This design comes from an exercise in tuning for small area on the open sky130 flow, not from production work. Function was checked by simulation only, so behaviour that the tests miss may differ from the original. Power and IR drop assume default switching activity.

## flow/design.v (module list and top-level ports; edited modules follow where they fit)
// module regfile: 25 lines
// module qar_gpio: 130 lines
// module qar_uart: 450 lines
// module qar_spi: 214 lines
// module qar_can: 158 lines
// module qar_timer: 220 lines
// module qar_i2c: 317 lines
// module qar_adc: 168 lines
// module qar_core: 519 lines
module qar_core #(
    parameter IMEM_DEPTH        = 64,
    parameter DMEM_DEPTH        = 256,
    parameter USE_INTERNAL_IMEM = 0,
    parameter USE_INTERNAL_DMEM = 0,
    parameter IMEM_DATA_WIDTH   = 32,
    parameter DMEM_DATA_WIDTH   = 32,
    parameter ICACHE_ENTRIES    = 0
) (
    input  wire        clk,
    input  wire        rst_n,
    output wire        imem_valid,
    output wire [31:0] imem_addr,
    input  wire        imem_ready,
    input  wire [IMEM_DATA_WIDTH-1:0] imem_rdata,
    output wire        mem_valid,
    output wire        mem_we,
    output wire [31:0] mem_addr,
    output wire [DMEM_DATA_WIDTH-1:0] mem_wdata,
    input  wire        mem_ready,
    input  wire [DMEM_DATA_WIDTH-1:0] mem_rdata,
    input  wire        irq_timer,
    input  wire        irq_external,
    output reg         irq_timer_ack,
    output reg         irq_external_ack,
    input  wire [31:0] gpio_in,
    output wire [31:0] gpio_out,
    output wire [31:0] gpio_dir,
    output wire        gpio_irq,
    output wire        uart_tx,
    input  wire        uart_rx,
    output wire        uart_de,
    output wire        uart_re,
    output wire        spi_sck,
    output wire        spi_mosi,
    input  wire        spi_miso,
    output wire [3:0]  spi_cs_n,
    output wire        i2c_scl,
    output wire        i2c_sda_out,
    input  wire        i2c_sda_in,
    output wire        i2c_sda_oe,
    input  wire [11:0] adc_ch0,
    input  wire [11:0] adc_ch1,
    input  wire [11:0] adc_ch2,
    input  wire [11:0] adc_ch3
);
  // ...
==> flow/flow/run.sh <==
#!/bin/bash
# Layout flow: the standard ORFS flow (standard.sh), with these changes:
#  1. synthesis maps the combinational logic with an area-oriented ABC script
#     (flow/area.abc) instead of ORFS's delay-oriented one. Everything else in
#     synthesis is the standard flow's own script, so the registers (names, count, cell
#     types) are exactly those of the standard synthesis: ABC only maps the
#     logic between them.
#  2. clock tree: clkbuf_16 buffers, sink clusters of at most 24 sinks within
#     100 um, no dummy loads (CTS_ARGS below).
#  3. (optional, OWN_PORT_BUFFER) the cell used for the port buffers.
# Every tool's output goes to the ORFS logs under orfs/logs/, and make's
# output to flow_make.log in this folder.
set -euo pipefail
W=$(pwd)

# ORFS synth.tcl, with the ABC call given our script
sed 's|^  log_cmd abc {\*}\$abc_args$|  lset abc_args 1 $::env(OWN_ABC_SCRIPT)\n  log_cmd abc {*}$abc_args|' \
    "$FLOW_HOME/scripts/synth.tcl" > "$W/own_synth_core.tcl"
grep -q 'OWN_ABC_SCRIPT' "$W/own_synth_core.tcl"
# The standard flow's synthesis wrapper, sourcing the synth.tcl above
sed "s|source \$::env(SCRIPTS_DIR)/synth.tcl|source $W/own_synth_core.tcl|" \
    "$W/synth_recipe.tcl" > "$W/own_synth.tcl"
grep -q 'own_synth_core' "$W/own_synth.tcl"

export OWN_ABC_SCRIPT="$W/flow/area.abc"
export CTS_ARGS="-sink_clustering_enable -repair_clock_nets -sink_clustering_size 24 -sink_clustering_max_diameter 100 -buf_list sky130_fd_sc_hd__clkbuf_16 -dont_use_dummy_load"

if [[ -f "$W/flow/port_buffer" ]]; then
    export BUFFER_PORTS_ARGS="-buffer_cell $(cat "$W/flow/port_buffer")"
fi

bash "$W/standard.sh" SYNTH_SCRIPT="$W/own_synth.tcl" finish > "$W/flow_make.log" 2>&1
==> flow/flow/area.abc <==
&get -n
&st
&dc2
&dch -f
&nf -R 1000 -a
&put
topo
stime -c
dnsize -c
==> flow/flow/port_buffer <==
sky130_fd_sc_hd__buf_1
==> flow/standard.sh <==
#!/bin/bash
# synth_recipe.tcl (not shown) runs the flow's synth.tcl, then flattens the netlist and writes it again
# the make line also repeats each setting of config.mk as NAME=value (left out here)
make -C /OpenROAD-flow-scripts/flow DESIGN_CONFIG=/design/flow/config.mk WORK_HOME=/design/flow/orfs CLKGATE_MAP_FILE= SYNTH_SCRIPT=/design/flow/synth_recipe.tcl "${@:-finish}"
==> flow/config.mk <==
export PLATFORM = sky130hd
export DESIGN_NAME = qar_core
export DESIGN_NICKNAME = qar_core
export VERILOG_FILES = /design/flow/design.v
export SDC_FILE = /design/flow/constraint.sdc
export NUM_CORES = 8
export LEC_CHECK = 0
export CAP_MARGIN = 35
export CORE_MARGIN = 2
export CORE_UTILIZATION = 52
export SETUP_SLACK_MARGIN = 0.1
export SLEW_MARGIN = 30
==> flow/constraint.sdc <==
create_clock -name core_clock -period 13.0 [get_ports {clk}]
set_input_delay 2.6000 -clock core_clock [delete_from_list [all_inputs] [get_ports {clk}]]
set_output_delay 2.6000 -clock core_clock [all_outputs]
set_load 0.01 [all_outputs]
==> metrics.cfg, run 1 <==
[global_route]
overflow = 0
use_met1 = 0.5774
antenna_found_initial = 120

[power_and_ir_drop]
p_total_mw = 44.57
power_leader = registers
pg_clk_mw = 9.10
p_per_area_nw_per_um2 = 167.4
switching_share = 0.4070
pg_comb_mw = 15.1

[clock_network]
numCtsBuffers = 262
clk_path_buf_depth = 4
clk_pin_slew_ns = 0.10
cts_resized = 0
clock_latency_ns = 1.05

[worst_hold_path]
whs_path_depth = 0
whs_endpoint = uart0.rx_sync2$_DFF_PN1_
min_from = uart0.rx_sync1$_DFF_PN1_

[layout]
nMultiInputCombCells = 15300
seq_area_sq_um = 142100
fin_nets = 23810
final_cell_mix = edfxtp_1 (2931), nand2_1 (2623), o21ai_0 (1786), dfrtp_1 (1526), a21oi_1 (1462)
signal_buffer_area_fraction = 0.03052
layout.cells.non_filler = 29140
multi_input_area_sq_um = 97930

[die]
start_util = 0.5221
io_pins = 331

[route]
drtAntennaViolNets = 0
first_iter_violations = 40210
top_layer = met5

[synthesis]
ys_warn_count = 16
synth-simple-area-share = 0.1333
ys_ff_latch = 5229
synth_most_common_cell = edfxtp_1
synth_edf_count = 2931

[outcome]
status = complete, no violations

[worst_setup_path]
crit_cells = 42
endpoint = ex_rs2_val[27]$_DFFE_PP_
r2r-end = ex_rs2_val[27]$_DFFE_PP_
slowest_delay_ns = 0.89

[sta]
setup-tns-final_ns = 0
fin_crit_sh = 0.9661
final.setup_skew_ns = 0.1122

==> inputs of run 2 (changes only) <==
--- a/flow/flow/run.sh
+++ b/flow/flow/run.sh
@@ -5,7 +5,7 @@
 #     synthesis is the standard flow's own script, so the registers (names, count, cell
 #     types) are exactly those of the standard synthesis: ABC only maps the
 #     logic between them.
-#  2. clock tree: clkbuf_16 buffers, sink clusters of at most 24 sinks within
+#  2. clock tree: clkbuf_16 buffers, sink clusters of at most 20 sinks within
 #     100 um, no dummy loads (CTS_ARGS below).
 #  3. (optional, OWN_PORT_BUFFER) the cell used for the port buffers.
 # Every tool's output goes to the ORFS logs under orfs/logs/, and make's
@@ -23,7 +23,7 @@
 grep -q 'own_synth_core' "$W/own_synth.tcl"
 
 export OWN_ABC_SCRIPT="$W/flow/area.abc"
-export CTS_ARGS="-sink_clustering_enable -repair_clock_nets -sink_clustering_size 24 -sink_clustering_max_diameter 100 -buf_list sky130_fd_sc_hd__clkbuf_16 -dont_use_dummy_load"
+export CTS_ARGS="-sink_clustering_enable -repair_clock_nets -sink_clustering_size 20 -sink_clustering_max_diameter 100 -buf_list sky130_fd_sc_hd__clkbuf_16 -dont_use_dummy_load"
 
 if [[ -f "$W/flow/port_buffer" ]]; then
     export BUFFER_PORTS_ARGS="-buffer_cell $(cat "$W/flow/port_buffer")"
--- a/flow/config.mk
+++ b/flow/config.mk
@@ -8,5 +8,5 @@
 export CAP_MARGIN = 35
 export CORE_MARGIN = 2
 export CORE_UTILIZATION = 52
-export SETUP_SLACK_MARGIN = 0.1
+export SETUP_SLACK_MARGIN = 0.3
 export SLEW_MARGIN = 30
==> metrics.cfg, run 2 <==
[placed_design]
hpwl_mm = 738.9  ; unchanged
place_congestion = 1.091  ; unchanged
port_buffers = 326  ; unchanged

[sta]
setup-violations-final = 0  ; unchanged
min_period_ns = 12.17  ; was 12.56 ns
slew_viol_final = 0  ; unchanged
timing.fmax_mhz = 82.15  ; was 79.62 MHz
tightest_slew_ns = 1.149  ; was 1.206 ns
hold_viol_final = 0  ; unchanged
setup-tns-final_ns = 0  ; unchanged
rsz0062_at_grt = true  ; was false
relSlewSlack = 0.2339  ; was 0.1957
fin_crit_sh = 0.9364  ; was 0.9661
final.setup_skew_ns = 0.1362  ; was 0.1122 ns

[global_route]
grt_pass1_vias = 188900  ; was 188.5k
grt_start_max_net_pins = 157  ; unchanged
grt_pass1_wl_mm = 1496  ; was 1495 mm
overflow = 0  ; unchanged
antenna_found_initial = 136  ; was 120
grt_usage = 0.4492  ; was 0.4486

[layout]
top_regs = rf_inst.regs x992, gpio_inst.debounce_counter x512  ; unchanged
largest_register_ffs = 992  ; unchanged
final_common_cell = edfxtp_1  ; unchanged
seq_area_sq_um = 142100  ; unchanged
layout-drive-gt1-share = 0.06968  ; was 0.06651
syn_to_final_growth_pct = 10.63  ; was 10.01%
fin_nets = 23890  ; was 23.81k
nFillCells = 39480  ; was 39.63k
multi_input_area_sq_um = 97950  ; was 97930 sq um
final_util = 0.5776  ; was 0.5744
final_cell_mix = edfxtp_1 (2931), nand2_1 (2623), o21ai_0 (1786), dfrtp_1 (1526), a21oi_1 (1463)  ; was edfxtp_1 (2931), nand2_1 (2623), o21ai_0 (1786), dfrtp_1 (1526), a21oi_1 (1462)
largest_register = rf_inst.regs  ; unchanged

[worst_setup_path]
r2r_slack_ns = 0.83  ; was 0.44 ns
worst_setup_path_end_kind = register  ; unchanged
crit_slowest_cell = nor3_1  ; was nor2_4
rr_worst_depth = 42  ; unchanged
reg2reg_from = ex_instr[5]$_DFFE_PP_  ; unchanged
crit_start = ex_instr[5]$_DFFE_PP_  ; unchanged
slowest_delay_ns = 0.79  ; was 0.89 ns
crit_fanout = 33  ; was 25
required_ns = 13.74  ; was 13.77 ns
critPathLaunchType = register  ; unchanged
critPathTopFamily = compound AO/OA/AOI/OAI gates  ; unchanged
cp_num_buf_inv = 4  ; was 5
endpoint = ex_rs1_val[26]$_DFFE_PP_  ; was ex_rs2_val[27]$_DFFE_PP_
worstSetupPathType = reg2reg  ; unchanged
r2r-end = ex_rs1_val[26]$_DFFE_PP_  ; was ex_rs2_val[27]$_DFFE_PP_
crit_cells = 42  ; unchanged
cp.arrival_ns = 12.91  ; was 13.33 ns

[clock_network]
cts_max_level = 5  ; unchanged
clock_latency_ns = 1.09  ; was 1.05 ns
clk_pin_slew_ns = 0.08  ; was 0.10 ns
clk_path_buf_depth = 4  ; unchanged
numClockSinks = 5229  ; unchanged
numCtsBuffers = 306  ; was 262
postCtsHoldBufs = 0  ; unchanged
cts_tree = yes  ; unchanged
root_buffer = clkbuf_16  ; unchanged

[synthesis]
ys_dominant_reg_cell = edfxtp_1  ; unchanged
ys_top_cells_by_count = edfxtp_1 (2931), nand2_1 (2653), o21ai_0 (1800), dfrtp_1 (1528), a21oi_1 (1471)  ; unchanged
synth_largest_area_cell = edfxtp_1  ; unchanged
ys_warn_count = 16  ; unchanged
synth_edf_count = 2931  ; unchanged
synthCells = 21510  ; unchanged
synth_top_area_frac = 0.3636  ; unchanged
yosys-top-cells-area = edfxtp_1 (36%), dfrtp_1 (16%), dfxtp_1 (5.8%), nand2_1 (4.1%), ha_1 (3.8%)  ; unchanged
synth-seq-area-share = 0.5870  ; unchanged
syn_area_per_cell_sq_um = 11.25  ; unchanged
ys_ff_latch = 5229  ; unchanged
synth_most_common_cell = edfxtp_1  ; unchanged
synthArstFlopShare = 0.3048  ; unchanged
synth_area_sq_um = 242000  ; unchanged
yosysUniqueCellTypes = 79  ; unchanged

[outcome]
status = complete, no violations  ; unchanged

[route]
drt_wl_total_mm = 1090  ; was 1089 mm
drc = 0  ; unchanged
dr.pass1.iters = 15  ; was 17
wl_per_cell_microns = 37.25  ; was 37.36 microns
viasPerCell = 7.154  ; was 7.152
dr_total_vias = 209300  ; was 208.4k
first_iter_violations = 40260  ; was 40.21k
drtAntennaViolNets = 0  ; unchanged

[die]
start_util = 0.5221  ; unchanged
dieWidth_microns = 686.2  ; unchanged
coreArea_sq_um = 463600  ; unchanged
die_h_microns = 686.2  ; unchanged
io_pins = 331  ; unchanged
rows = 250  ; unchanged
die_area_sq_um = 470900  ; unchanged

[power_and_ir_drop]
p_per_area_nw_per_um2 = 168.9  ; was 167.4 nW/um^2
max-vdd-ir-drop_v = 0.0003166  ; was 0.0003022 V
leakage_nw = 96.84  ; was 96.11 nW

[job]
maxCapViolCount = 0  ; unchanged

[worst_hold_path]
hold_path_class = reg2reg  ; unchanged

[run 2: timing repair]
| item | 4_1_cts | 5_1_grt |
|---|---|---|
| endpoints found under the setup margin | 0 | 518 |
| setup buffers | 0 | 37 |
| resized for setup | 0 | 8 |
[run 2: per-stage QoR]
stage / setup slack [ns] / std cells / cell area (sq um) / power, mW / hold WS [ns]
3_3_place_gp: 0.6671 / 28660 / 257800 / 34.48 / 0.3467
3_5_place_dp: 0.4290 / 28730 / 258900 / 34.59 / 0.3488
6_report: 0.8270 / 29260 / 267800 / 45.21 / 0.3613
2_1_floorplan: -0.03390 / 21510 / 242100 / 26.09 / 0.3452
4_1_cts: 0.4037 / 29030 / 266500 / 44.06 / 0.3611
5_1_grt: 0.2656 / 29140 / 267500 / 45.56 / 0.3672
[run 2: kinds of logic after synthesis]
group | after synthesis | synth area share
other cells | 1 | 0.00001549
buf+inv | 979 | 0.01574
simple gates | 6916 | 0.1333
xor+xnor | 631 | 0.02283
flops | 5229 | 0.5870
mux | 303 | 0.01569
compound gates | 6609 | 0.1803
fa+ha+maj | 839 | 0.04508
[run 2: area by class of cell]
cell class,count,share of cell area
antenna,150,0.001402
sequential,5229,0.5306
multi-input combinational,15300,0.3658
timing repair buffer,1151,0.03148
clock buffer,306,0.02860
tap,6174,0.02885
inverter,943,0.01324
[run 2: per-layer routing]
| layer | up-vias | track usage | share of wire |
|---|---|---|---|
| met3 | 4132 | 0.1668 | 0.15 |
| met1 | 101900 | 0.5772 | 0.36 |
| li1 | 86660 | - | - |
| met2 | 16520 | 0.6321 | 0.41 |
| met4 | 94 | 0.3003 | 0.084 |
| met5 | - | 0.02143 | 0.0018 |
[run 2: how the worst min path moves through the flow]
stage	start	endpoint	depth (start not counted)
6_report	uart0.rx_sync1$_DFF_PN1_	uart0.rx_sync2$_DFF_PN1_	0
5_1_grt	uart0.rx_sync1$_DFF_PN1_	uart0.rx_sync2$_DFF_PN1_	0
4_1_cts	uart0.rx_sync1$_DFF_PN1_	uart0.rx_sync2$_DFF_PN1_	0
3_5_place_dp	uart0.rx_sync1$_DFF_PN1_	uart0.rx_sync2$_DFF_PN1_	0
3_3_place_gp	uart0.rx_sync1$_DFF_PN1_	uart0.rx_sync2$_DFF_PN1_	0
2_1_floorplan	uart0.rx_sync1$_DFF_PN1_	uart0.rx_sync2$_DFF_PN1_	0
[run 2: power by group]
part | switching [mW] | internal (mW) | total, mW
logic | 12.0 | 3.02 | 15.0
clock network | 5.59 | 4.20 | 9.79
registers | 0.622 | 19.8 | 20.4
total | 18.2 | 27.0 | 45.2

==> re-timing with driven ports <==
No port has a modelled driver above. Below, the same layouts with a new extraction and two added sets of constraints. Step 1: set_driving_cell puts a clkbuf_16 on clk and a buf_2 on each other input, an assumption about the parent block. Step 2 times the ports against the registers' clock, not the clock port: input delays grow and output delays shrink by t, the midpoint of the rising clock arrivals with the driver on. Three values: no drivers, after step 1, after step 2; two values: the first two.
| run | shift t [ns] | slack for setup (ns) | hold slack, ns | worst register clock-pin slew, ns | worst data-port slew with drivers (ns) |
|---|---|---|---|---|---|
| run 1 | 1.135 | 0.441 / 0.441 / 0.441 | 0.364 / 0.364 / 0.364 | 0.11 / 0.11 | 0.14 |
| run 2 | 1.147 | 0.827 / 0.827 / 0.827 | 0.361 / 0.361 / 0.361 | 0.10 / 0.10 | 0.14 |
After both steps every run listed still meets setup and hold.
